What follows belongs to an exercise in optimizing a design on an open flow for small area and a short achievable clock period; a production flow would make more cautious choices. At most, simulation tests tie the RTL to the original design; equivalence was not proved. Only the layout flow was run in run 1; the RTL was not checked for function there. No activity file was given, so power comes from the tool's default toggle rates.

## flow/design.v

```verilog
module main(
    input clk,
    input [19:0] data,
    output reg [7:0] result_Ra,
    output reg [7:0] result_Rb,
    output reg [7:0] result_Rc,
    output reg [7:0] result_Rd,
    output reg [15:0] result_bFloat,
    output reg SF,
    output reg ZF
    );
    reg [15:0] result_mul;
    wire [3:0] op = data[19:16];
    wire [7:0] f1 = data[15:8];
    wire [7:0] f2 = data[7:0];
    wire d_a = f1 == 8'h01, d_b = f1 == 8'h02, d_c = f1 == 8'h04, d_d = f1 == 8'h08;
    wire s_ok = f2 == 8'h01 || f2 == 8'h02 || f2 == 8'h04 || f2 == 8'h08;
    wire d_ok = d_a | d_b | d_c | d_d;
    wire same = f1 == f2;
    wire op_save = op == 4'b0001 || op == 4'b0010;
    wire op_sum  = op == 4'b0011 || op == 4'b0100;
    wire op_sub  = op == 4'b0101 || op == 4'b0110;
    wire op_reg  = op == 4'b0010 || op == 4'b0100 || op == 4'b0110;
    wire op_shr  = op == 4'b1011;
    wire op_shl  = op == 4'b1100;
    wire op_mul  = op == 4'b0111 || op == 4'b1000;
    wire op_bf   = op == 4'b1101;
    wire [7:0] opa = ({8{f1[0]}} & result_Ra) | ({8{f1[1]}} & result_Rb) |
                     ({8{f1[2]}} & result_Rc) | ({8{f1[3]}} & result_Rd);
    wire [7:0] srcv = ({8{f2[0]}} & result_Ra) | ({8{f2[1]}} & result_Rb) |
                      ({8{f2[2]}} & result_Rc) | ({8{f2[3]}} & result_Rd);
    wire [7:0] opb = op[0] ? f2 : srcv;
    wire keep = op_reg & (~s_ok | (same & ~(op == 4'b0100 & d_a)));
    wire [7:0] addsub = opa + (opb ^ {8{op_sub}}) + {7'd0, op_sub};
    wire big = f2[7:3] != 5'd0;
    wire [7:0] shr = big ? 8'd0 : (opa >> f2[2:0]);
    wire [7:0] shl = big ? 8'd0 : (opa << f2[2:0]);
    reg [7:0] alu;
    always @* begin
        if (keep) alu = opa;
        else if (op_save) alu = opb;
        else if (op_shr) alu = shr;
        else if (op_shl) alu = shl;
        else alu = addsub;
    end
    wire alu_wr = (op_save | op_sum | op_sub | op_shr | op_shl) & d_ok;
    wire mul_ld = op_mul & d_ok & (~op[3] | (s_ok & ~same));
    wire [15:0] prod = opa * opb;
    wire pzero = mul_ld ? (opa == 8'd0 || opb == 8'd0) : (result_mul == 16'd0);
    reg [6:0] bf_hi;      
    reg [10:0] bf_z;      
    always @* begin
        case (f2)
        8'd0: bf_hi = 7'h00;
        8'd1: bf_hi = 7'h0c;
        8'd2: bf_hi = 7'h19;
        8'd3: bf_hi = 7'h26;
        8'd4: bf_hi = 7'h33;
        8'd5: bf_hi = 7'h40;
        8'd6: bf_hi = 7'h4c;
        8'd7: bf_hi = 7'h59;
        8'd8: bf_hi = 7'h66;
        8'd9: bf_hi = 7'h73;
        8'd10: bf_hi = 7'h0c;
        8'd11: bf_hi = 7'h0e;
        8'd12: bf_hi = 7'h0f;
        8'd13: bf_hi = 7'h10;
        8'd14: bf_hi = 7'h11;
        8'd15: bf_hi = 7'h13;
        8'd16: bf_hi = 7'h14;
        8'd17: bf_hi = 7'h15;
        8'd18: bf_hi = 7'h17;
        8'd19: bf_hi = 7'h18;
        8'd20: bf_hi = 7'h19;
        8'd21: bf_hi = 7'h1a;
        8'd22: bf_hi = 7'h1c;
        8'd23: bf_hi = 7'h1d;
        8'd24: bf_hi = 7'h1e;
        8'd25: bf_hi = 7'h20;
        8'd26: bf_hi = 7'h21;
        8'd27: bf_hi = 7'h22;
        8'd28: bf_hi = 7'h23;
        8'd29: bf_hi = 7'h25;
        8'd30: bf_hi = 7'h26;
        8'd31: bf_hi = 7'h27;
        8'd32: bf_hi = 7'h28;
        8'd33: bf_hi = 7'h2a;
        8'd34: bf_hi = 7'h2b;
        8'd35: bf_hi = 7'h2c;
        8'd36: bf_hi = 7'h2e;
        8'd37: bf_hi = 7'h2f;
        8'd38: bf_hi = 7'h30;
        8'd39: bf_hi = 7'h31;
        8'd40: bf_hi = 7'h33;
        8'd41: bf_hi = 7'h34;
        8'd42: bf_hi = 7'h35;
        8'd43: bf_hi = 7'h37;
        8'd44: bf_hi = 7'h38;
        8'd45: bf_hi = 7'h39;
        8'd46: bf_hi = 7'h3a;
        8'd47: bf_hi = 7'h3c;
        8'd48: bf_hi = 7'h3d;
        8'd49: bf_hi = 7'h3e;
        8'd50: bf_hi = 7'h40;
        8'd51: bf_hi = 7'h41;
        8'd52: bf_hi = 7'h42;
        8'd53: bf_hi = 7'h43;
        8'd54: bf_hi = 7'h45;
        8'd55: bf_hi = 7'h46;
        8'd56: bf_hi = 7'h47;
        8'd57: bf_hi = 7'h48;
        8'd58: bf_hi = 7'h4a;
        8'd59: bf_hi = 7'h4b;
        8'd60: bf_hi = 7'h4c;
        8'd61: bf_hi = 7'h4e;
        8'd62: bf_hi = 7'h4f;
        8'd63: bf_hi = 7'h50;
        8'd64: bf_hi = 7'h51;
        8'd65: bf_hi = 7'h53;
        8'd66: bf_hi = 7'h54;
        8'd67: bf_hi = 7'h55;
        8'd68: bf_hi = 7'h57;
        8'd69: bf_hi = 7'h58;
        8'd70: bf_hi = 7'h59;
        8'd71: bf_hi = 7'h5a;
        8'd72: bf_hi = 7'h5c;
        8'd73: bf_hi = 7'h5d;
        8'd74: bf_hi = 7'h5e;
        8'd75: bf_hi = 7'h60;
        8'd76: bf_hi = 7'h61;
        8'd77: bf_hi = 7'h62;
        8'd78: bf_hi = 7'h63;
        8'd79: bf_hi = 7'h65;
        8'd80: bf_hi = 7'h66;
        8'd81: bf_hi = 7'h67;
        8'd82: bf_hi = 7'h68;
        8'd83: bf_hi = 7'h6a;
        8'd84: bf_hi = 7'h6b;
        8'd85: bf_hi = 7'h6c;
        8'd86: bf_hi = 7'h6e;
        8'd87: bf_hi = 7'h6f;
        8'd88: bf_hi = 7'h70;
        8'd89: bf_hi = 7'h71;
        8'd90: bf_hi = 7'h73;
        8'd91: bf_hi = 7'h74;
        8'd92: bf_hi = 7'h75;
        8'd93: bf_hi = 7'h77;
        8'd94: bf_hi = 7'h78;
        8'd95: bf_hi = 7'h79;
        8'd96: bf_hi = 7'h7a;
        8'd97: bf_hi = 7'h7c;
        8'd98: bf_hi = 7'h7d;
        8'd99: bf_hi = 7'h7e;
        8'd100: bf_hi = 7'h0c;
        8'd101: bf_hi = 7'h0c;
        8'd102: bf_hi = 7'h0d;
        8'd103: bf_hi = 7'h0d;
        8'd104: bf_hi = 7'h0d;
        8'd105: bf_hi = 7'h0d;
        8'd106: bf_hi = 7'h0d;
        8'd107: bf_hi = 7'h0d;
        8'd108: bf_hi = 7'h0d;
        8'd109: bf_hi = 7'h0d;
        8'd110: bf_hi = 7'h0e;
        8'd111: bf_hi = 7'h0e;
        8'd112: bf_hi = 7'h0e;
        8'd113: bf_hi = 7'h0e;
        8'd114: bf_hi = 7'h0e;
        8'd115: bf_hi = 7'h0e;
        8'd116: bf_hi = 7'h0e;
        8'd117: bf_hi = 7'h0e;
        8'd118: bf_hi = 7'h0f;
        8'd119: bf_hi = 7'h0f;
        8'd120: bf_hi = 7'h0f;
        8'd121: bf_hi = 7'h0f;
        8'd122: bf_hi = 7'h0f;
        8'd123: bf_hi = 7'h0f;
        8'd124: bf_hi = 7'h0f;
        8'd125: bf_hi = 7'h10;
        8'd126: bf_hi = 7'h10;
        8'd127: bf_hi = 7'h10;
        8'd128: bf_hi = 7'h10;
        8'd129: bf_hi = 7'h10;
        8'd130: bf_hi = 7'h10;
        8'd131: bf_hi = 7'h10;
        8'd132: bf_hi = 7'h10;
        8'd133: bf_hi = 7'h11;
        8'd134: bf_hi = 7'h11;
        8'd135: bf_hi = 7'h11;
        8'd136: bf_hi = 7'h11;
        8'd137: bf_hi = 7'h11;
        8'd138: bf_hi = 7'h11;
        8'd139: bf_hi = 7'h11;
        8'd140: bf_hi = 7'h11;
        8'd141: bf_hi = 7'h12;
        8'd142: bf_hi = 7'h12;
        8'd143: bf_hi = 7'h12;
        8'd144: bf_hi = 7'h12;
        8'd145: bf_hi = 7'h12;
        8'd146: bf_hi = 7'h12;
        8'd147: bf_hi = 7'h12;
        8'd148: bf_hi = 7'h12;
        8'd149: bf_hi = 7'h13;
        8'd150: bf_hi = 7'h13;
        8'd151: bf_hi = 7'h13;
        8'd152: bf_hi = 7'h13;
        8'd153: bf_hi = 7'h13;
        8'd154: bf_hi = 7'h13;
        8'd155: bf_hi = 7'h13;
        8'd156: bf_hi = 7'h13;
        8'd157: bf_hi = 7'h14;
        8'd158: bf_hi = 7'h14;
        8'd159: bf_hi = 7'h14;
        8'd160: bf_hi = 7'h14;
        8'd161: bf_hi = 7'h14;
        8'd162: bf_hi = 7'h14;
        8'd163: bf_hi = 7'h14;
        8'd164: bf_hi = 7'h14;
        8'd165: bf_hi = 7'h15;
        8'd166: bf_hi = 7'h15;
        8'd167: bf_hi = 7'h15;
        8'd168: bf_hi = 7'h15;
        8'd169: bf_hi = 7'h15;
        8'd170: bf_hi = 7'h15;
        8'd171: bf_hi = 7'h15;
        8'd172: bf_hi = 7'h16;
        8'd173: bf_hi = 7'h16;
        8'd174: bf_hi = 7'h16;
        8'd175: bf_hi = 7'h16;
        8'd176: bf_hi = 7'h16;
        8'd177: bf_hi = 7'h16;
        8'd178: bf_hi = 7'h16;
        8'd179: bf_hi = 7'h16;
        8'd180: bf_hi = 7'h17;
        8'd181: bf_hi = 7'h17;
        8'd182: bf_hi = 7'h17;
        8'd183: bf_hi = 7'h17;
        8'd184: bf_hi = 7'h17;
        8'd185: bf_hi = 7'h17;
        8'd186: bf_hi = 7'h17;
        8'd187: bf_hi = 7'h17;
        8'd188: bf_hi = 7'h18;
        8'd189: bf_hi = 7'h18;
        8'd190: bf_hi = 7'h18;
        8'd191: bf_hi = 7'h18;
        8'd192: bf_hi = 7'h18;
        8'd193: bf_hi = 7'h18;
        8'd194: bf_hi = 7'h18;
        8'd195: bf_hi = 7'h18;
        8'd196: bf_hi = 7'h19;
        8'd197: bf_hi = 7'h19;
        8'd198: bf_hi = 7'h19;
        8'd199: bf_hi = 7'h19;
        8'd200: bf_hi = 7'h19;
        8'd201: bf_hi = 7'h19;
        8'd202: bf_hi = 7'h19;
        8'd203: bf_hi = 7'h19;
        8'd204: bf_hi = 7'h1a;
        8'd205: bf_hi = 7'h1a;
        8'd206: bf_hi = 7'h1a;
        8'd207: bf_hi = 7'h1a;
        8'd208: bf_hi = 7'h1a;
        8'd209: bf_hi = 7'h1a;
        8'd210: bf_hi = 7'h1a;
        8'd211: bf_hi = 7'h1b;
        8'd212: bf_hi = 7'h1b;
        8'd213: bf_hi = 7'h1b;
        8'd214: bf_hi = 7'h1b;
        8'd215: bf_hi = 7'h1b;
        8'd216: bf_hi = 7'h1b;
        8'd217: bf_hi = 7'h1b;
        8'd218: bf_hi = 7'h1b;
        8'd219: bf_hi = 7'h1c;
        8'd220: bf_hi = 7'h1c;
        8'd221: bf_hi = 7'h1c;
        8'd222: bf_hi = 7'h1c;
        8'd223: bf_hi = 7'h1c;
        8'd224: bf_hi = 7'h1c;
        8'd225: bf_hi = 7'h1c;
        8'd226: bf_hi = 7'h1c;
        8'd227: bf_hi = 7'h1d;
        8'd228: bf_hi = 7'h1d;
        8'd229: bf_hi = 7'h1d;
        8'd230: bf_hi = 7'h1d;
        8'd231: bf_hi = 7'h1d;
        8'd232: bf_hi = 7'h1d;
        8'd233: bf_hi = 7'h1d;
        8'd234: bf_hi = 7'h1d;
        8'd235: bf_hi = 7'h1e;
        8'd236: bf_hi = 7'h1e;
        8'd237: bf_hi = 7'h1e;
        8'd238: bf_hi = 7'h1e;
        8'd239: bf_hi = 7'h1e;
        8'd240: bf_hi = 7'h1e;
        8'd241: bf_hi = 7'h1e;
        8'd242: bf_hi = 7'h1e;
        8'd243: bf_hi = 7'h1f;
        8'd244: bf_hi = 7'h1f;
        8'd245: bf_hi = 7'h1f;
        8'd246: bf_hi = 7'h1f;
        8'd247: bf_hi = 7'h1f;
        8'd248: bf_hi = 7'h1f;
        8'd249: bf_hi = 7'h1f;
        8'd250: bf_hi = 7'h20;
        8'd251: bf_hi = 7'h20;
        8'd252: bf_hi = 7'h20;
        8'd253: bf_hi = 7'h20;
        8'd254: bf_hi = 7'h20;
        8'd255: bf_hi = 7'h20;
        endcase
    end
    always @* begin
        case (f2)
        8'd0: bf_z = {4'd8, 7'h00};
        8'd1: bf_z = {4'd3, 7'h4c};
        8'd2: bf_z = {4'd2, 7'h4c};
        8'd3: bf_z = {4'd1, 7'h19};
        8'd4: bf_z = {4'd1, 7'h4c};
        8'd5: bf_z = {4'd0, 7'h00};
        8'd6: bf_z = {4'd0, 7'h19};
        8'd7: bf_z = {4'd0, 7'h33};
        8'd8: bf_z = {4'd0, 7'h4c};
        8'd9: bf_z = {4'd0, 7'h66};
        8'd10: bf_z = {4'd3, 7'h4c};
        8'd11: bf_z = {4'd3, 7'h61};
        8'd12: bf_z = {4'd3, 7'h75};
        8'd13: bf_z = {4'd2, 7'h05};
        8'd14: bf_z = {4'd2, 7'h0f};
        8'd15: bf_z = {4'd2, 7'h19};
        8'd16: bf_z = {4'd2, 7'h23};
        8'd17: bf_z = {4'd2, 7'h2e};
        8'd18: bf_z = {4'd2, 7'h38};
        8'd19: bf_z = {4'd2, 7'h42};
        8'd20: bf_z = {4'd2, 7'h4c};
        8'd21: bf_z = {4'd2, 7'h57};
        8'd22: bf_z = {4'd2, 7'h61};
        8'd23: bf_z = {4'd2, 7'h6b};
        8'd24: bf_z = {4'd2, 7'h75};
        8'd25: bf_z = {4'd1, 7'h00};
        8'd26: bf_z = {4'd1, 7'h05};
        8'd27: bf_z = {4'd1, 7'h0a};
        8'd28: bf_z = {4'd1, 7'h0f};
        8'd29: bf_z = {4'd1, 7'h14};
        8'd30: bf_z = {4'd1, 7'h19};
        8'd31: bf_z = {4'd1, 7'h1e};
        8'd32: bf_z = {4'd1, 7'h23};
        8'd33: bf_z = {4'd1, 7'h28};
        8'd34: bf_z = {4'd1, 7'h2e};
        8'd35: bf_z = {4'd1, 7'h33};
        8'd36: bf_z = {4'd1, 7'h38};
        8'd37: bf_z = {4'd1, 7'h3d};
        8'd38: bf_z = {4'd1, 7'h42};
        8'd39: bf_z = {4'd1, 7'h47};
        8'd40: bf_z = {4'd1, 7'h4c};
        8'd41: bf_z = {4'd1, 7'h51};
        8'd42: bf_z = {4'd1, 7'h57};
        8'd43: bf_z = {4'd1, 7'h5c};
        8'd44: bf_z = {4'd1, 7'h61};
        8'd45: bf_z = {4'd1, 7'h66};
        8'd46: bf_z = {4'd1, 7'h6b};
        8'd47: bf_z = {4'd1, 7'h70};
        8'd48: bf_z = {4'd1, 7'h75};
        8'd49: bf_z = {4'd1, 7'h7a};
        8'd50: bf_z = {4'd0, 7'h00};
        8'd51: bf_z = {4'd0, 7'h02};
        8'd52: bf_z = {4'd0, 7'h05};
        8'd53: bf_z = {4'd0, 7'h07};
        8'd54: bf_z = {4'd0, 7'h0a};
        8'd55: bf_z = {4'd0, 7'h0c};
        8'd56: bf_z = {4'd0, 7'h0f};
        8'd57: bf_z = {4'd0, 7'h11};
        8'd58: bf_z = {4'd0, 7'h14};
        8'd59: bf_z = {4'd0, 7'h17};
        8'd60: bf_z = {4'd0, 7'h19};
        8'd61: bf_z = {4'd0, 7'h1c};
        8'd62: bf_z = {4'd0, 7'h1e};
        8'd63: bf_z = {4'd0, 7'h21};
        8'd64: bf_z = {4'd0, 7'h23};
        8'd65: bf_z = {4'd0, 7'h26};
        8'd66: bf_z = {4'd0, 7'h28};
        8'd67: bf_z = {4'd0, 7'h2b};
        8'd68: bf_z = {4'd0, 7'h2e};
        8'd69: bf_z = {4'd0, 7'h30};
        8'd70: bf_z = {4'd0, 7'h33};
        8'd71: bf_z = {4'd0, 7'h35};
        8'd72: bf_z = {4'd0, 7'h38};
        8'd73: bf_z = {4'd0, 7'h3a};
        8'd74: bf_z = {4'd0, 7'h3d};
        8'd75: bf_z = {4'd0, 7'h40};
        8'd76: bf_z = {4'd0, 7'h42};
        8'd77: bf_z = {4'd0, 7'h45};
        8'd78: bf_z = {4'd0, 7'h47};
        8'd79: bf_z = {4'd0, 7'h4a};
        8'd80: bf_z = {4'd0, 7'h4c};
        8'd81: bf_z = {4'd0, 7'h4f};
        8'd82: bf_z = {4'd0, 7'h51};
        8'd83: bf_z = {4'd0, 7'h54};
        8'd84: bf_z = {4'd0, 7'h57};
        8'd85: bf_z = {4'd0, 7'h59};
        8'd86: bf_z = {4'd0, 7'h5c};
        8'd87: bf_z = {4'd0, 7'h5e};
        8'd88: bf_z = {4'd0, 7'h61};
        8'd89: bf_z = {4'd0, 7'h63};
        8'd90: bf_z = {4'd0, 7'h66};
        8'd91: bf_z = {4'd0, 7'h68};
        8'd92: bf_z = {4'd0, 7'h6b};
        8'd93: bf_z = {4'd0, 7'h6e};
        8'd94: bf_z = {4'd0, 7'h70};
        8'd95: bf_z = {4'd0, 7'h73};
        8'd96: bf_z = {4'd0, 7'h75};
        8'd97: bf_z = {4'd0, 7'h78};
        8'd98: bf_z = {4'd0, 7'h7a};
        8'd99: bf_z = {4'd0, 7'h7d};
        8'd100: bf_z = {4'd3, 7'h4c};
        8'd101: bf_z = {4'd3, 7'h4e};
        8'd102: bf_z = {4'd3, 7'h50};
        8'd103: bf_z = {4'd3, 7'h52};
        8'd104: bf_z = {4'd3, 7'h54};
        8'd105: bf_z = {4'd3, 7'h57};
        8'd106: bf_z = {4'd3, 7'h59};
        8'd107: bf_z = {4'd3, 7'h5b};
        8'd108: bf_z = {4'd3, 7'h5d};
        8'd109: bf_z = {4'd3, 7'h5f};
        8'd110: bf_z = {4'd3, 7'h61};
        8'd111: bf_z = {4'd3, 7'h63};
        8'd112: bf_z = {4'd3, 7'h65};
        8'd113: bf_z = {4'd3, 7'h67};
        8'd114: bf_z = {4'd3, 7'h69};
        8'd115: bf_z = {4'd3, 7'h6b};
        8'd116: bf_z = {4'd3, 7'h6d};
        8'd117: bf_z = {4'd3, 7'h6f};
        8'd118: bf_z = {4'd3, 7'h71};
        8'd119: bf_z = {4'd3, 7'h73};
        8'd120: bf_z = {4'd3, 7'h75};
        8'd121: bf_z = {4'd3, 7'h77};
        8'd122: bf_z = {4'd3, 7'h79};
        8'd123: bf_z = {4'd3, 7'h7b};
        8'd124: bf_z = {4'd3, 7'h7d};
        8'd125: bf_z = {4'd2, 7'h00};
        8'd126: bf_z = {4'd2, 7'h01};
        8'd127: bf_z = {4'd2, 7'h02};
        8'd128: bf_z = {4'd2, 7'h03};
        8'd129: bf_z = {4'd2, 7'h04};
        8'd130: bf_z = {4'd2, 7'h05};
        8'd131: bf_z = {4'd2, 7'h06};
        8'd132: bf_z = {4'd2, 7'h07};
        8'd133: bf_z = {4'd2, 7'h08};
        8'd134: bf_z = {4'd2, 7'h09};
        8'd135: bf_z = {4'd2, 7'h0a};
        8'd136: bf_z = {4'd2, 7'h0b};
        8'd137: bf_z = {4'd2, 7'h0c};
        8'd138: bf_z = {4'd2, 7'h0d};
        8'd139: bf_z = {4'd2, 7'h0e};
        8'd140: bf_z = {4'd2, 7'h0f};
        8'd141: bf_z = {4'd2, 7'h10};
        8'd142: bf_z = {4'd2, 7'h11};
        8'd143: bf_z = {4'd2, 7'h12};
        8'd144: bf_z = {4'd2, 7'h13};
        8'd145: bf_z = {4'd2, 7'h14};
        8'd146: bf_z = {4'd2, 7'h15};
        8'd147: bf_z = {4'd2, 7'h16};
        8'd148: bf_z = {4'd2, 7'h17};
        8'd149: bf_z = {4'd2, 7'h18};
        8'd150: bf_z = {4'd2, 7'h19};
        8'd151: bf_z = {4'd2, 7'h1a};
        8'd152: bf_z = {4'd2, 7'h1b};
        8'd153: bf_z = {4'd2, 7'h1c};
        8'd154: bf_z = {4'd2, 7'h1d};
        8'd155: bf_z = {4'd2, 7'h1e};
        8'd156: bf_z = {4'd2, 7'h1f};
        8'd157: bf_z = {4'd2, 7'h20};
        8'd158: bf_z = {4'd2, 7'h21};
        8'd159: bf_z = {4'd2, 7'h22};
        8'd160: bf_z = {4'd2, 7'h23};
        8'd161: bf_z = {4'd2, 7'h24};
        8'd162: bf_z = {4'd2, 7'h25};
        8'd163: bf_z = {4'd2, 7'h26};
        8'd164: bf_z = {4'd2, 7'h27};
        8'd165: bf_z = {4'd2, 7'h28};
        8'd166: bf_z = {4'd2, 7'h29};
        8'd167: bf_z = {4'd2, 7'h2b};
        8'd168: bf_z = {4'd2, 7'h2c};
        8'd169: bf_z = {4'd2, 7'h2d};
        8'd170: bf_z = {4'd2, 7'h2e};
        8'd171: bf_z = {4'd2, 7'h2f};
        8'd172: bf_z = {4'd2, 7'h30};
        8'd173: bf_z = {4'd2, 7'h31};
        8'd174: bf_z = {4'd2, 7'h32};
        8'd175: bf_z = {4'd2, 7'h33};
        8'd176: bf_z = {4'd2, 7'h34};
        8'd177: bf_z = {4'd2, 7'h35};
        8'd178: bf_z = {4'd2, 7'h36};
        8'd179: bf_z = {4'd2, 7'h37};
        8'd180: bf_z = {4'd2, 7'h38};
        8'd181: bf_z = {4'd2, 7'h39};
        8'd182: bf_z = {4'd2, 7'h3a};
        8'd183: bf_z = {4'd2, 7'h3b};
        8'd184: bf_z = {4'd2, 7'h3c};
        8'd185: bf_z = {4'd2, 7'h3d};
        8'd186: bf_z = {4'd2, 7'h3e};
        8'd187: bf_z = {4'd2, 7'h3f};
        8'd188: bf_z = {4'd2, 7'h40};
        8'd189: bf_z = {4'd2, 7'h41};
        8'd190: bf_z = {4'd2, 7'h42};
        8'd191: bf_z = {4'd2, 7'h43};
        8'd192: bf_z = {4'd2, 7'h44};
        8'd193: bf_z = {4'd2, 7'h45};
        8'd194: bf_z = {4'd2, 7'h46};
        8'd195: bf_z = {4'd2, 7'h47};
        8'd196: bf_z = {4'd2, 7'h48};
        8'd197: bf_z = {4'd2, 7'h49};
        8'd198: bf_z = {4'd2, 7'h4a};
        8'd199: bf_z = {4'd2, 7'h4b};
        8'd200: bf_z = {4'd2, 7'h4c};
        8'd201: bf_z = {4'd2, 7'h4d};
        8'd202: bf_z = {4'd2, 7'h4e};
        8'd203: bf_z = {4'd2, 7'h4f};
        8'd204: bf_z = {4'd2, 7'h50};
        8'd205: bf_z = {4'd2, 7'h51};
        8'd206: bf_z = {4'd2, 7'h52};
        8'd207: bf_z = {4'd2, 7'h53};
        8'd208: bf_z = {4'd2, 7'h54};
        8'd209: bf_z = {4'd2, 7'h56};
        8'd210: bf_z = {4'd2, 7'h57};
        8'd211: bf_z = {4'd2, 7'h58};
        8'd212: bf_z = {4'd2, 7'h59};
        8'd213: bf_z = {4'd2, 7'h5a};
        8'd214: bf_z = {4'd2, 7'h5b};
        8'd215: bf_z = {4'd2, 7'h5c};
        8'd216: bf_z = {4'd2, 7'h5d};
        8'd217: bf_z = {4'd2, 7'h5e};
        8'd218: bf_z = {4'd2, 7'h5f};
        8'd219: bf_z = {4'd2, 7'h60};
        8'd220: bf_z = {4'd2, 7'h61};
        8'd221: bf_z = {4'd2, 7'h62};
        8'd222: bf_z = {4'd2, 7'h63};
        8'd223: bf_z = {4'd2, 7'h64};
        8'd224: bf_z = {4'd2, 7'h65};
        8'd225: bf_z = {4'd2, 7'h66};
        8'd226: bf_z = {4'd2, 7'h67};
        8'd227: bf_z = {4'd2, 7'h68};
        8'd228: bf_z = {4'd2, 7'h69};
        8'd229: bf_z = {4'd2, 7'h6a};
        8'd230: bf_z = {4'd2, 7'h6b};
        8'd231: bf_z = {4'd2, 7'h6c};
        8'd232: bf_z = {4'd2, 7'h6d};
        8'd233: bf_z = {4'd2, 7'h6e};
        8'd234: bf_z = {4'd2, 7'h6f};
        8'd235: bf_z = {4'd2, 7'h70};
        8'd236: bf_z = {4'd2, 7'h71};
        8'd237: bf_z = {4'd2, 7'h72};
        8'd238: bf_z = {4'd2, 7'h73};
        8'd239: bf_z = {4'd2, 7'h74};
        8'd240: bf_z = {4'd2, 7'h75};
        8'd241: bf_z = {4'd2, 7'h76};
        8'd242: bf_z = {4'd2, 7'h77};
        8'd243: bf_z = {4'd2, 7'h78};
        8'd244: bf_z = {4'd2, 7'h79};
        8'd245: bf_z = {4'd2, 7'h7a};
        8'd246: bf_z = {4'd2, 7'h7b};
        8'd247: bf_z = {4'd2, 7'h7c};
        8'd248: bf_z = {4'd2, 7'h7d};
        8'd249: bf_z = {4'd2, 7'h7e};
        8'd250: bf_z = {4'd1, 7'h00};
        8'd251: bf_z = {4'd1, 7'h00};
        8'd252: bf_z = {4'd1, 7'h01};
        8'd253: bf_z = {4'd1, 7'h01};
        8'd254: bf_z = {4'd1, 7'h02};
        8'd255: bf_z = {4'd1, 7'h02};
        endcase
    end
    wire bs = f1[7];
    wire [7:0] mag = bs ? -f1 : f1;
    reg [2:0] e;
    always @* begin
        casez (mag)
        8'b1???????: e = 3'd7;
        8'b01??????: e = 3'd6;
        8'b001?????: e = 3'd5;
        8'b0001????: e = 3'd4;
        8'b00001???: e = 3'd3;
        8'b000001??: e = 3'd2;
        8'b0000001?: e = 3'd1;
        default:     e = 3'd0;
        endcase
    end
    wire [13:0] y = {mag[6:0], bf_hi};
    wire [13:0] ysh = y >> e;
    wire izero = f1 == 8'd0;
    wire bzero = izero & (f2 == 8'd0);
    wire [6:0] bman = bzero ? 7'd0 : izero ? bf_z[6:0] : ysh[6:0];
    wire [7:0] bexp = bzero ? 8'd0 : izero ? (8'd126 - {4'd0, bf_z[10:7]}) : (8'd127 + {5'd0, e});
    wire wa = op_mul | (alu_wr & d_a);
    wire wb = op_bf  | (alu_wr & d_b);
    wire wc = op_bf  | (alu_wr & d_c);
    wire wd = op_mul | (alu_wr & d_d);
    wire wf = op_mul | op_bf | alu_wr;
    wire [7:0] na0 = op_mul ? result_mul[7:0]  : alu;
    wire [7:0] nd0 = op_mul ? result_mul[15:8] : alu;
    wire sf0 = op_mul ? result_mul[15] : op_bf ? bs : alu[7];
    wire zf0 = op_mul ? pzero : op_bf ? bzero : (alu == 8'd0);
    always @(posedge clk) begin
        if (mul_ld) result_mul <= prod;
        if (wa) result_Ra <= mul_ld ? prod[7:0] : na0;
        if (wd) result_Rd <= mul_ld ? prod[15:8] : nd0;
        if (wb) result_Rb <= op_bf ? {bs, bman} : alu;
        if (wc) result_Rc <= op_bf ? bexp : alu;
        if (wf) begin
            SF <= mul_ld ? prod[15] : sf0;
            ZF <= zf0;
        end
        if (op_bf) result_bFloat <= {bs, bexp, bman};
    end
endmodule
```

## flow/flow/run.sh

```bash
#!/bin/bash
# Own layout flow: the standard ORFS flow, with two changes:
#  - synthesis leaves adders to ABC (no full/half adder cell extraction), which gives faster logic;
#  - repair_timing aims for a setup slack margin, so the resizer works on the critical paths.
set -euo pipefail
MARGIN=${MARGIN:-8}
bash standard.sh ADDER_MAP_FILE= SETUP_SLACK_MARGIN=$MARGIN finish > standard_flow.log 2>&1
```

## flow/standard.sh

```bash
#!/bin/bash
# synth_recipe.tcl (not shown) runs the flow's synth.tcl, then flattens the netlist and writes it again
# the make line also repeats each setting of config.mk as NAME=value (left out here)
make -C /OpenROAD-flow-scripts/flow DESIGN_CONFIG=/design/flow/config.mk WORK_HOME=/design/flow/orfs CLKGATE_MAP_FILE= SYNTH_SCRIPT=/design/flow/synth_recipe.tcl "${@:-finish}"
```

## flow/config.mk

```make
export PLATFORM = sky130hd
export DESIGN_NAME = main
export DESIGN_NICKNAME = main
export VERILOG_FILES = /design/flow/design.v
export SDC_FILE = /design/flow/constraint.sdc
export NUM_CORES = 4
export LEC_CHECK = 0
export CAP_MARGIN = 20
export CORE_MARGIN = 2
export CORE_UTILIZATION = 40
export SLEW_MARGIN = 20
```

## flow/constraint.sdc

```tcl
create_clock -name core_clock -period 15.0 [get_ports {clk}]
set_input_delay 3.0000 -clock core_clock [delete_from_list [all_inputs] [get_ports {clk}]]
set_output_delay 3.0000 -clock core_clock [all_outputs]
set_load 0.01 [all_outputs]
```

==> results of run 1 <==
cell type report:
class                      instances  area, um^2
fill                            2491       12600
inverter                          36         136
sequential                        65        1950
clock buffer                       9         225
clock inverter                     6        36.3
tap                              335         419
multi-input combinational       1293        8600
timing repair buffer             187        1950
per-layer routing:
layer  up-vias  track usage (%)  share of wire [%]  wire length [um]
li1       5772                -                  -                 -
met1      5908             40.6                 39             17500
met2       858             45.8                 43             19300
met3       244             5.74                 10              4520
met4         0             17.1                7.0              3130
met5         -            0.696                  0                 0
Yosys cell counts, types with 5 or more instances:
library cell  instances
a21oi_1             161
a31oi_1              13
o211ai_1             26
a221oi_1             16
o21ai_0             157
nor4_1               12
o31ai_1               7
o22ai_1              20
o21ai_1              15
nand2b_1             10
edfxtp_1             65
buf_1                20
and2_1               12
o311ai_0              8
maj3_1               21
or2_2                 8
inv_1                34
a211o_1               5
nand3b_1              5
a211oi_1             17
clkbuf_1             88
o221ai_1             10
buf_4                 9
a21o_1               11
nand3_1              26
nand2_1             199
xnor3_1               7
a2111oi_0             7
nor2b_1               9
nand4_1               7
o2111ai_1             5
buf_2                16
xnor2_1              85
a22oi_1              36
a22o_1                6
xor2_1               26
nor3_1               40
mux2i_1              17
o21a_1               12
nor2_1              178
cells in the final DEF (no fill, tap or decap), drive strengths merged, types with 13 or more instances in the layout:
master         synthesis  layout
edfxtp                65      65
buf                   49     120
nor2                 180     180
nand3                 26      26
a22oi                 37      37
clkdlybuf4s50          0      54
nor3                  40      40
maj3                  24      24
xnor2                 89      89
o21ai                172     172
a31oi                 13      13
a21oi                161     161
and2                  14      14
o22ai                 20      20
mux2i                 17      17
o211ai                27      27
nand2                200     200
inv                   35      35
o221ai                13      13
xor2                  27      27
a211oi                18      18
clkbuf                88      13
a221oi                16      16
stage by stage:
step | hold WS (ns) | power (uW) | setup slack, ns | cell area [um^2] | util (%)
2_1_floorplan | 0.588 | 1030 | 7.93 | 10600 | -
3_3_place_gp | 0.615 | 1230 | 6.43 | 11300 | 43.7
3_5_place_dp | 0.646 | 1250 | 6.27 | 11300 | 43.7
4_1_cts | 0.658 | 1610 | 8.00 | 12800 | 49.2
5_1_grt | 0.720 | 1950 | 7.79 | 13300 | 51.4
6_report | 0.645 | 1860 | 7.92 | 13300 | 51.4
power breakdown:
group | switching (uW) | total (uW) | leakage [uW] | internal [uW]
registers | 7.55 | 252 | 0.000590 | 244
clock network | 79.9 | 190 | 0.000131 | 110
logic | 772 | 1420 | 0.00422 | 643
what timing repair did:
action,4_1_cts,5_1_grt
pin swaps,41,40
resized for setup,155,82
buffers inserted,51,27
endpoints found under the setup margin,36,25
cloned,12,0
state kept, by name, summed over array words and instances, names as in the netlist:
signal,flops
SF,1
ZF,1
result_Ra,8
result_Rb,8
result_Rc,8
result_Rd,8
result_bFloat,15
result_mul,16
worst max path at each step:
| stage | from | to | slack (ns) | cells after the start |
|---|---|---|---|---|
| floorplan | data[1] | result_Rd[5]$_DFFE_PP_ | 7.93 | 18 |
| global placement | data[10] | SF$_DFFE_PP_ | 6.43 | 17 |
| detailed placement | data[10] | SF$_DFFE_PP_ | 6.27 | 17 |
| CTS | data[16] | SF$_DFFE_PP_ | 8.00 | 18 |
| global route | data[0] | result_Rd[3]$_DFFE_PP_ | 7.79 | 24 |
| finish | data[1] | result_Rd[5]$_DFFE_PP_ | 7.92 | 19 |
critical path: stages:
cell and delay (ns):
buf_12 0.12, buf_12 0.13, a22o_4 0.26, o31a_4 0.39, nand2_2 0.09, xnor3_1 0.43
buf_4 0.15, xnor2_1 0.28, xor2_1 0.21, xnor2_1 0.13, maj3_2 0.35, buf_4 0.19
xnor2_2 0.17, o221ai_4 0.26, a211oi_2 0.11, maj3_2 0.30, or2_4 0.24, xnor2_2 0.14
a22o_1 0.21
kinds of logic (layout without fill, tap and decap cells):
| group | after synthesis | after routing | synth area share [%] |
|---|---|---|---|
| mux | 21 | 21 | 2.05 |
| compound gates | 593 | 595 | 36.2 |
| fa+ha+maj | 24 | 24 | 2.32 |
| xor+xnor | 125 | 125 | 12.0 |
| flops | 65 | 65 | 18.5 |
| simple gates | 528 | 528 | 22.0 |
| buf+inv | 173 | 238 | 6.97 |
==> out/metrics.csv, run 1 <==
stage;metric;value;unit
outcome;status;timing/DRC/antenna clean;
power;power_density;139;mW/mm^2
clock_tree;cts_hold_buf;0;
sta;finClkSkew;0.00978;ns
synth;async_flop_share;0;%
sta;hold_violations;0;
sta;worst_slew_pin_slew;0.959;ns
clock_tree;cts_tree;yes;
grt;grt_max_degree;83;
synth;synth_top_area_share;18.5;%
critical_path;worstRegToRegCells;22;
drt;drc;0;
clock_tree;clk_latency;0.34;ns
synth;synthCells;1529;
drt;totalWireLength;44400;um
sta;setup_violations;0;
sta;rsz0062_at_grt;yes;
placed_design;routabilityCongestion;0.943;
critical_path;arrival;7.17;ns
finish;nets;1613;
finish;antenna_cells;0;
placed_design;portBuffers;70;
synth;ys_seq_area_share;18.5;%
grt;grt_pass1_vias;11600;
drt;wl_per_cell;23.0;um
sta;timing.fmax;141;MHz
grt;grt_usage;30.3;%
floorplan;core;0.0259;mm^2
synth;ys_top_cells_by_area;edfxtp_1, a21oi_1, o21ai_0;
placed_design;hpwl;28700;um
synth;synth_seq_cells;65;
synth;synth_nets;1550;
synth;synth_area;0.0105;mm^2
critical_path;reg2reg_to;result_Rd[3]$_DFFE_PP_;
critical_path;endpoint_kind;register;
sta;layout_min_cycle_time;7.08;ns
power;ir_worst_vdd;0.350;mV
worst_hold_path;hold_start;result_mul[14]$_DFFE_PP_;
clock_tree;clock-root-buffer;clkbuf_16;
worst_hold_path;hold_path_class;register to register;
drt;first_pass_iters;8;
drt;routed_via_density;6.62;
floorplan;start_util;40.6;%
sta;drv_slew;0;
critical_path;crit_fanout;11;
grt;grt_overflow;0;
job;maxCapViolations;0;
critical_path;worstSetupPathType;input pin to register;
clock_tree;htreeDepth;3;
worst_hold_path;holdPathStages;2;
critical_path;r2r-start;result_Rb[2]$_DFFE_PP_;
sta;slew_headroom;35.9;%
floorplan;ios;71;
sta;min_period_over_period;47.2;%
drt;drt_iter0_markers;1988;
floorplan;dieHeight;166;um
synth;yosysWarnings;1;
finish;syn2layout_area_growth;26.5;%
finish;fin_cells;1931;
sta;setup_tns;0;ns
floorplan;rows;59;
power;total_leakage_power;0.00494;uW
grt;grt_pass1_wl;67300;um
finish;drive_gt1_share;19.2;%
floorplan;die_area;0.0276;mm^2
floorplan;die_width;166;um
critical_path;start_kind;input pin;
synth;syn_avg_cell_area;6.88;um^2
synth;synth_cell_types;96;
placed_design;placed_cells;1826;
clock_tree;clock_sinks;65;
critical_path;rrSetupSlack;10.28;ns
clock_tree;path_clk_slew;0.05;ns
synth;synth_flop_cell;edfxtp_1;
drt;vias;12800;
clock_tree;cts_made_buffers;9;
synth;synth-edff-count;65;
synth;yosysTopAreaCell;edfxtp_1;
critical_path;critPathRequiredTime;15.09;ns
grt;antenna_found_initial;0;
clock_tree;clk_path_buf_depth;2;
drt;postRouteAntennaNets;0;
worst_hold_path;hold_end;result_Rd[6]$_DFFE_PP_;
==> inputs of run 2 (changes only) <==
--- a/flow/design.v
+++ b/flow/design.v
@@ -15,36 +15,47 @@
     wire [7:0] f2 = data[7:0];
     wire d_a = f1 == 8'h01, d_b = f1 == 8'h02, d_c = f1 == 8'h04, d_d = f1 == 8'h08;
-    wire s_ok = f2 == 8'h01 || f2 == 8'h02 || f2 == 8'h04 || f2 == 8'h08;
+    wire s_a = f2 == 8'h01, s_b = f2 == 8'h02, s_c = f2 == 8'h04, s_d = f2 == 8'h08;
     wire d_ok = d_a | d_b | d_c | d_d;
+    wire s_ok = s_a | s_b | s_c | s_d;
     wire same = f1 == f2;
-    wire op_save = op == 4'b0001 || op == 4'b0010;
-    wire op_sum  = op == 4'b0011 || op == 4'b0100;
-    wire op_sub  = op == 4'b0101 || op == 4'b0110;
-    wire op_reg  = op == 4'b0010 || op == 4'b0100 || op == 4'b0110;
-    wire op_shr  = op == 4'b1011;
-    wire op_shl  = op == 4'b1100;
-    wire op_mul  = op == 4'b0111 || op == 4'b1000;
-    wire op_bf   = op == 4'b1101;
+    wire op_save_op  = op == 4'b0001;
+    wire op_save_reg = op == 4'b0010;
+    wire op_sum_op   = op == 4'b0011;
+    wire op_sum_reg  = op == 4'b0100;
+    wire op_sub_op   = op == 4'b0101;
+    wire op_sub_reg  = op == 4'b0110;
+    wire op_mul_op   = op == 4'b0111;
+    wire op_mul_reg  = op == 4'b1000;
+    wire op_shr      = op == 4'b1011;
+    wire op_shl      = op == 4'b1100;
+    wire op_bf       = op == 4'b1101;
     wire [7:0] opa = ({8{f1[0]}} & result_Ra) | ({8{f1[1]}} & result_Rb) |
                      ({8{f1[2]}} & result_Rc) | ({8{f1[3]}} & result_Rd);
     wire [7:0] srcv = ({8{f2[0]}} & result_Ra) | ({8{f2[1]}} & result_Rb) |
                       ({8{f2[2]}} & result_Rc) | ({8{f2[3]}} & result_Rd);
-    wire [7:0] opb = op[0] ? f2 : srcv;
-    wire keep = op_reg & (~s_ok | (same & ~(op == 4'b0100 & d_a)));
-    wire [7:0] addsub = opa + (opb ^ {8{op_sub}}) + {7'd0, op_sub};
-    wire big = f2[7:3] != 5'd0;
-    wire [7:0] shr = big ? 8'd0 : (opa >> f2[2:0]);
-    wire [7:0] shl = big ? 8'd0 : (opa << f2[2:0]);
+    wire reg_form = op_save_reg | op_sum_reg | op_sub_reg | op_mul_reg;
+    wire [7:0] opb = reg_form ? srcv : f2;
+    wire keep = (op_save_reg | op_sum_reg | op_sub_reg) &
+                (~s_ok | (same & ~(op_sum_reg & d_a)));
+    wire [7:0] sum = opa + opb;
+    wire [7:0] dif = opa - opb;
+    wire [7:0] shr = (f2[7:3] != 0) ? 8'd0 : (opa >> f2[2:0]);
+    wire [7:0] shl = (f2[7:3] != 0) ? 8'd0 : (opa << f2[2:0]);
     reg [7:0] alu;
     always @* begin
         if (keep) alu = opa;
-        else if (op_save) alu = opb;
+        else if (op_save_op | op_save_reg) alu = opb;
+        else if (op_sum_op | op_sum_reg) alu = sum;
+        else if (op_sub_op | op_sub_reg) alu = dif;
         else if (op_shr) alu = shr;
-        else if (op_shl) alu = shl;
-        else alu = addsub;
+        else alu = shl;
     end
-    wire alu_wr = (op_save | op_sum | op_sub | op_shr | op_shl) & d_ok;
-    wire mul_ld = op_mul & d_ok & (~op[3] | (s_ok & ~same));
+    wire alu_op = op_save_op | op_save_reg | op_sum_op | op_sum_reg |
+                  op_sub_op | op_sub_reg | op_shr | op_shl;
+    wire alu_wr = alu_op & d_ok;
+    wire mul_op = op_mul_op | op_mul_reg;
+    wire mul_ld = d_ok & (op_mul_op | (op_mul_reg & s_ok & ~same));
     wire [15:0] prod = opa * opb;
+    wire [15:0] pnew = mul_ld ? prod : result_mul;
     wire pzero = mul_ld ? (opa == 8'd0 || opb == 8'd0) : (result_mul == 16'd0);
     reg [6:0] bf_hi;      
@@ -591,24 +602,27 @@
     wire [6:0] bman = bzero ? 7'd0 : izero ? bf_z[6:0] : ysh[6:0];
     wire [7:0] bexp = bzero ? 8'd0 : izero ? (8'd126 - {4'd0, bf_z[10:7]}) : (8'd127 + {5'd0, e});
-    wire wa = op_mul | (alu_wr & d_a);
-    wire wb = op_bf  | (alu_wr & d_b);
-    wire wc = op_bf  | (alu_wr & d_c);
-    wire wd = op_mul | (alu_wr & d_d);
-    wire wf = op_mul | op_bf | alu_wr;
-    wire [7:0] na0 = op_mul ? result_mul[7:0]  : alu;
-    wire [7:0] nd0 = op_mul ? result_mul[15:8] : alu;
-    wire sf0 = op_mul ? result_mul[15] : op_bf ? bs : alu[7];
-    wire zf0 = op_mul ? pzero : op_bf ? bzero : (alu == 8'd0);
     always @(posedge clk) begin
-        if (mul_ld) result_mul <= prod;
-        if (wa) result_Ra <= mul_ld ? prod[7:0] : na0;
-        if (wd) result_Rd <= mul_ld ? prod[15:8] : nd0;
-        if (wb) result_Rb <= op_bf ? {bs, bman} : alu;
-        if (wc) result_Rc <= op_bf ? bexp : alu;
-        if (wf) begin
-            SF <= mul_ld ? prod[15] : sf0;
-            ZF <= zf0;
+        if (alu_wr) begin
+            if (d_a) result_Ra <= alu;
+            if (d_b) result_Rb <= alu;
+            if (d_c) result_Rc <= alu;
+            if (d_d) result_Rd <= alu;
+            SF <= alu[7];
+            ZF <= alu == 8'd0;
+        end
+        if (mul_op) begin
+            result_mul <= pnew;
+            result_Ra <= pnew[7:0];
+            result_Rd <= pnew[15:8];
+            SF <= pnew[15];
+            ZF <= pzero;
+        end
+        if (op_bf) begin
+            result_Rb <= {bs, bman};
+            result_Rc <= bexp;
+            result_bFloat <= {bs, bexp, bman};
+            SF <= bs;
+            ZF <= bzero;
         end
-        if (op_bf) result_bFloat <= {bs, bexp, bman};
     end
 endmodule
==> flow/run.sh (new file) <==
#!/bin/bash
# synth_recipe.tcl (not shown) runs the flow's synth.tcl, then flattens the netlist and writes it again
# the make line also repeats each setting of config.mk as NAME=value (left out here)
make -C /OpenROAD-flow-scripts/flow DESIGN_CONFIG=/design/flow/config.mk WORK_HOME=/design/flow/orfs CLKGATE_MAP_FILE= SYNTH_SCRIPT=/design/flow/synth_recipe.tcl finish
removed: flow/flow/run.sh
removed: flow/standard.sh
==> run 2 against run 1 <==
First-iteration DRC count decreased by 15%. Final cell count shrank 14%. Final area down 13%. Via count decreased by 16%. Power fell by 32%. Highest routed layer unchanged.
==> out/metrics.csv, run 2 <==
stage;metric;value;unit;change
outcome;status;timing/DRC/antenna clean;;unchanged
clock_tree;cts_tree;yes;;unchanged
critical_path;reg2reg_to;SF$_DFFE_PP_;;was result_Rd[3]$_DFFE_PP_
floorplan;dieHeight;166;um;about the same
synth;synth_nets;1462;;was 1550
drt;routed_via_density;6.47;;was 6.62
floorplan;die_width;166;um;about the same
critical_path;worstSetupPathType;input pin to register;;unchanged
synth;synth_top_area_share;18.5;%;about the same
clock_tree;clk_latency;0.33;ns;was 0.34 ns
synth;yosysTopAreaCell;edfxtp_1;;unchanged
grt;grt_pass1_wl;60300;um;was 67300 um
synth;ys_seq_area_share;18.5;%;about the same
finish;nets;1460;;was 1613
finish;final_cell_mix;nor2_1, nand2_1, inv_1;;was nand2_1, nor2_1, o21ai_0
clock_tree;clock_sinks;65;;unchanged
drt;first_pass_iters;6;;was 8
placed_design;hpwl;29600;um;was 28700 um
finish;top_register;result_mul;;unchanged
floorplan;ios;71;;unchanged
floorplan;start_util;40.6;%;about the same
finish;drive_gt1_share;8.11;%;was 19.2%
synth;synth-edff-count;65;;unchanged
power;power_density;108;mW/mm^2;was 139 mW/mm^2
critical_path;crit_fanout;25;;was 11
finish;top_regs;result_mul (16), result_bFloat (15);;unchanged
worst_hold_path;hold_end;result_mul[12]$_DFFE_PP_;;was result_Rd[6]$_DFFE_PP_
clock_tree;clk_path_buf_depth;2;;unchanged
power;p_switching;582;uW;was 860 uW
power;p_sw_share;46.2;%;was 46.3%
sta;drv_slew;0;;unchanged
power;p_int;677;uW;was 997 uW
power;comb_power_share;66.0;%;was 76.2%
synth;synth_cell_types;95;;was 96
synth;synth_flop_cell;edfxtp_1;;unchanged
drt;drt_iter0_markers;1694;;was 1988
synth;synth_most_common_cell;nor2_1;;was nand2_1
power;finalPower;1260;uW;was 1860 uW
placed_design;routabilityCongestion;0.980;;was 0.943
drt;totalWireLength;39300;um;was 44400 um
sta;timing.fmax;99.4;MHz;was 141 MHz
drt;drc;0;;unchanged
clock_tree;clock-root-buffer;clkbuf_16;;unchanged
worst_hold_path;hold_path_class;register to register;;unchanged
worst_hold_path;holdPathStages;1;;was 2
clock_tree;cts.repair.resized;0;;was 155
sta;hold_violations;0;;unchanged
sta;rsz0062_at_grt;no;;was yes
sta;slew_headroom;25.3;%;was 35.9%
critical_path;worstRegToRegCells;20;;was 22
synth;netlist_top_cells_count;nor2_1, nand2_1, inv_1;;was nand2_1, nor2_1, a21oi_1
grt;grt_usage;27.6;%;was 30.3%
floorplan;core;0.0260;mm^2;was 0.0259 mm^2
grt;grt_max_degree;77;;was 83
synth;synthCells;1328;;was 1529
sta;setup_tns;0;ns;unchanged
critical_path;rrSetupSlack;8.55;ns;was 10.28 ns
finish;final_core_util;44.8;%;was 51.4%
critical_path;r2r-start;result_Ra[3]$_DFFE_PP_;;was result_Rb[2]$_DFFE_PP_
sta;finClkSkew;0.00520;ns;was 0.00978 ns
power;ir_worst_vdd;0.152;mV;was 0.350 mV
sta;worst_slew_pin_slew;1.11;ns;was 0.959 ns
placed_design;placed_cells;1649;;was 1826
drt;wl_per_cell;23.6;um;was 23.0 um
grt;grt_pass1_vias;9984;;was 11.6k
clock_tree;path_clk_slew;0.06;ns;was 0.05 ns
synth;synth_seq_cells;65;;unchanged
clock_tree;cts_made_buffers;9;;unchanged
critical_path;start_kind;input pin;;unchanged
clock_tree;cts_setup_buffers;0;;was 51
critical_path;arrival;10.15;ns;was 7.17 ns
grt;antenna_found_initial;0;;unchanged
finish;fin_cells;1666;;was 1931
clock_tree;htreeDepth;3;;unchanged
drt;postRouteAntennaNets;0;;unchanged
sta;timing.final.ws_setup;4.94;ns;was 7.92 ns
floorplan;rows;59;;unchanged
power;total_leakage_power;0.00450;uW;was 0.00494 uW
synth;async_flop_share;0;%;unchanged
worst_hold_path;hold_start;result_mul[12]$_DFFE_PP_;;was result_mul[14]$_DFFE_PP_
clock_tree;cts_hold_buf;0;;unchanged
drt;vias;10800;;was 12.8k
finish;largest_reg_flops;16;;unchanged
job;maxCapViolations;0;;unchanged
placed_design;portBuffers;70;;unchanged
synth;syn_avg_cell_area;7.94;um^2;was 6.88 um^2
sta;setup_violations;0;;unchanged
sta;layout_min_cycle_time;10.06;ns;was 7.08 ns
synth;yosysWarnings;1;;unchanged
grt;grt_overflow;0;;unchanged
power;clkPwrFrac;16.5;%;was 10.2%
sta;min_period_over_period;67.1;%;was 47.2%
floorplan;die_area;0.0277;mm^2;was 0.0276 mm^2
critical_path;endpoint_kind;register;;unchanged
critical_path;critPathRequiredTime;15.09;ns;about the same
placed_design;place_ws;4.64;ns;was 6.27 ns
finish;fillCellCount;2630;;was 2491
power;pwr-share-seq;17.4;%;was 13.6%
finish;antenna_cells;0;;unchanged
finish;final_common_cell;nor2_1;;was nand2_1
synth;synth_area;0.0105;mm^2;about the same
finish;syn2layout_area_growth;10.4;%;was 26.5%
synth;ys_top_cells_by_area;edfxtp_1, ha_1, fa_1;;was edfxtp_1, a21oi_1, o21ai_0
-- run 2: cell count changes after synthesis, sizes merged, moves of 58 or more --
cell   change
nand2     -87
nor2      -61
xnor2     -58
o21ai     -86
inv       +63
ha        +75
a21oi     -74
-- run 2: cells by family (layout without fill, tap and decap cells) --
family / count (synthesis) / after routing / synth area share [%]
AO/OA/AOI/OAI: 430 / 430 / 27.8
AND/OR/NAND/NOR: 416 / 416 / 19.2
buffers and inverters: 209 / 212 / 8.16
adder cells (fa/ha/maj): 113 / 113 / 16.1
flip-flops: 65 / 65 / 18.5
multiplexers: 56 / 56 / 6.84
XOR/XNOR: 39 / 39 / 3.31
-- run 2: layout make-up --
cell class | instances | area, um^2 | share of cell area [%]
Inverter | 102 | 388 | 3.33
Clock buffer | 9 | 225 | 1.94
Clock inverter | 7 | 68.8 | 0.591
Sequential cell | 65 | 1950 | 16.8
Timing Repair Buffer | 94 | 852 | 7.32
Tap cell | 335 | 419 | 3.60
Multi-Input combinational cell | 1054 | 7730 | 66.4
-- run 2: worst max-delay path by stage --
| stage | cells past startpoint | slack (ns) | end | start |
|---|---|---|---|---|
| floorplan | 27 | 6.02 | SF$_DFFE_PP_ | data[3] |
| global placement | 23 | 4.77 | SF$_DFFE_PP_ | data[18] |
| detailed placement | 23 | 4.64 | SF$_DFFE_PP_ | data[18] |
| CTS | 23 | 4.97 | SF$_DFFE_PP_ | data[18] |
| global route | 23 | 4.48 | SF$_DFFE_PP_ | data[18] |
| finish | 23 | 4.94 | SF$_DFFE_PP_ | data[18] |
-- run 2: power groups by stage --
stage	combinational, uW	clock [uW]	sequential (uW)
after CTS	832	211	219
after floorplan	608	0	222
after detailed placement	824	0	223
after global placement	826	0	223
after global routing	930	219	220
final	832	208	220
-- run 2: per-stage QoR --
step	instance area, um^2	hold slack, ns
2_1_floorplan	10500	0.543
3_3_place_gp	11300	0.580
3_5_place_dp	11300	0.588
4_1_cts	11600	0.600
5_1_grt	11600	0.610
6_report	11600	0.607
-- run 2: per-layer routing --
| layer | track usage [%] | wire length (um) |
|---|---|---|
| met5 | 0 | 0 |
| met3 | 3.12 | 3180 |
| met1 | 39.1 | 16800 |
| met4 | 9.97 | 1540 |
| met2 | 43.5 | 17800 |
-- run 2: critical path, stage by stage --
cell	delay (ns)
clkdlybuf4s50_1	0.98
nor3_1	0.16
or3_1	0.59
o21ai_1	0.54
inv_1	0.18
nand2_1	0.13
fa_1	0.46
fa_1	0.56
inv_1	0.07
fa_1	0.54
inv_1	0.06
fa_1	0.53
inv_1	0.04
ha_1	0.33
o21a_1	0.12
o31a_1	0.13
o41ai_1	0.43
o2111ai_1	0.25
a21o_1	0.22
a21oi_1	0.17
xnor2_1	0.21
a221oi_1	0.16
a211o_1	0.28

==> afterwards: timing with drivers on the ports <==
Ports are ideal in the flow. The routed layouts listed here were re-timed in OpenROAD. Step 1 sets driving cells, clkbuf_16 on the clock port and buf_2 on the other inputs (assumed; they add their load-dependent delay and slew). Step 2 times the ports against the registers' clock, not the clock port: input delays grow and output delays shrink by t, the midpoint of the rising clock arrivals with the driver on. a / b / c = ideal ports / drivers / drivers and shift; a / b = the first two.
run	shift t [ns]	setup slack, ns	worst data-port slew with drivers (ns)	cell pins on the clock port's net
run 1	0.379	7.915 / 7.911 / 7.532	0.07	1
run 2	0.371	4.940 / 4.943 / 4.572	0.05	1
After both steps setup and hold are still met in every run listed. The setup slack of run 1, which loses most, moves by -0.004 ns with the drivers and by -0.383 ns with both steps.
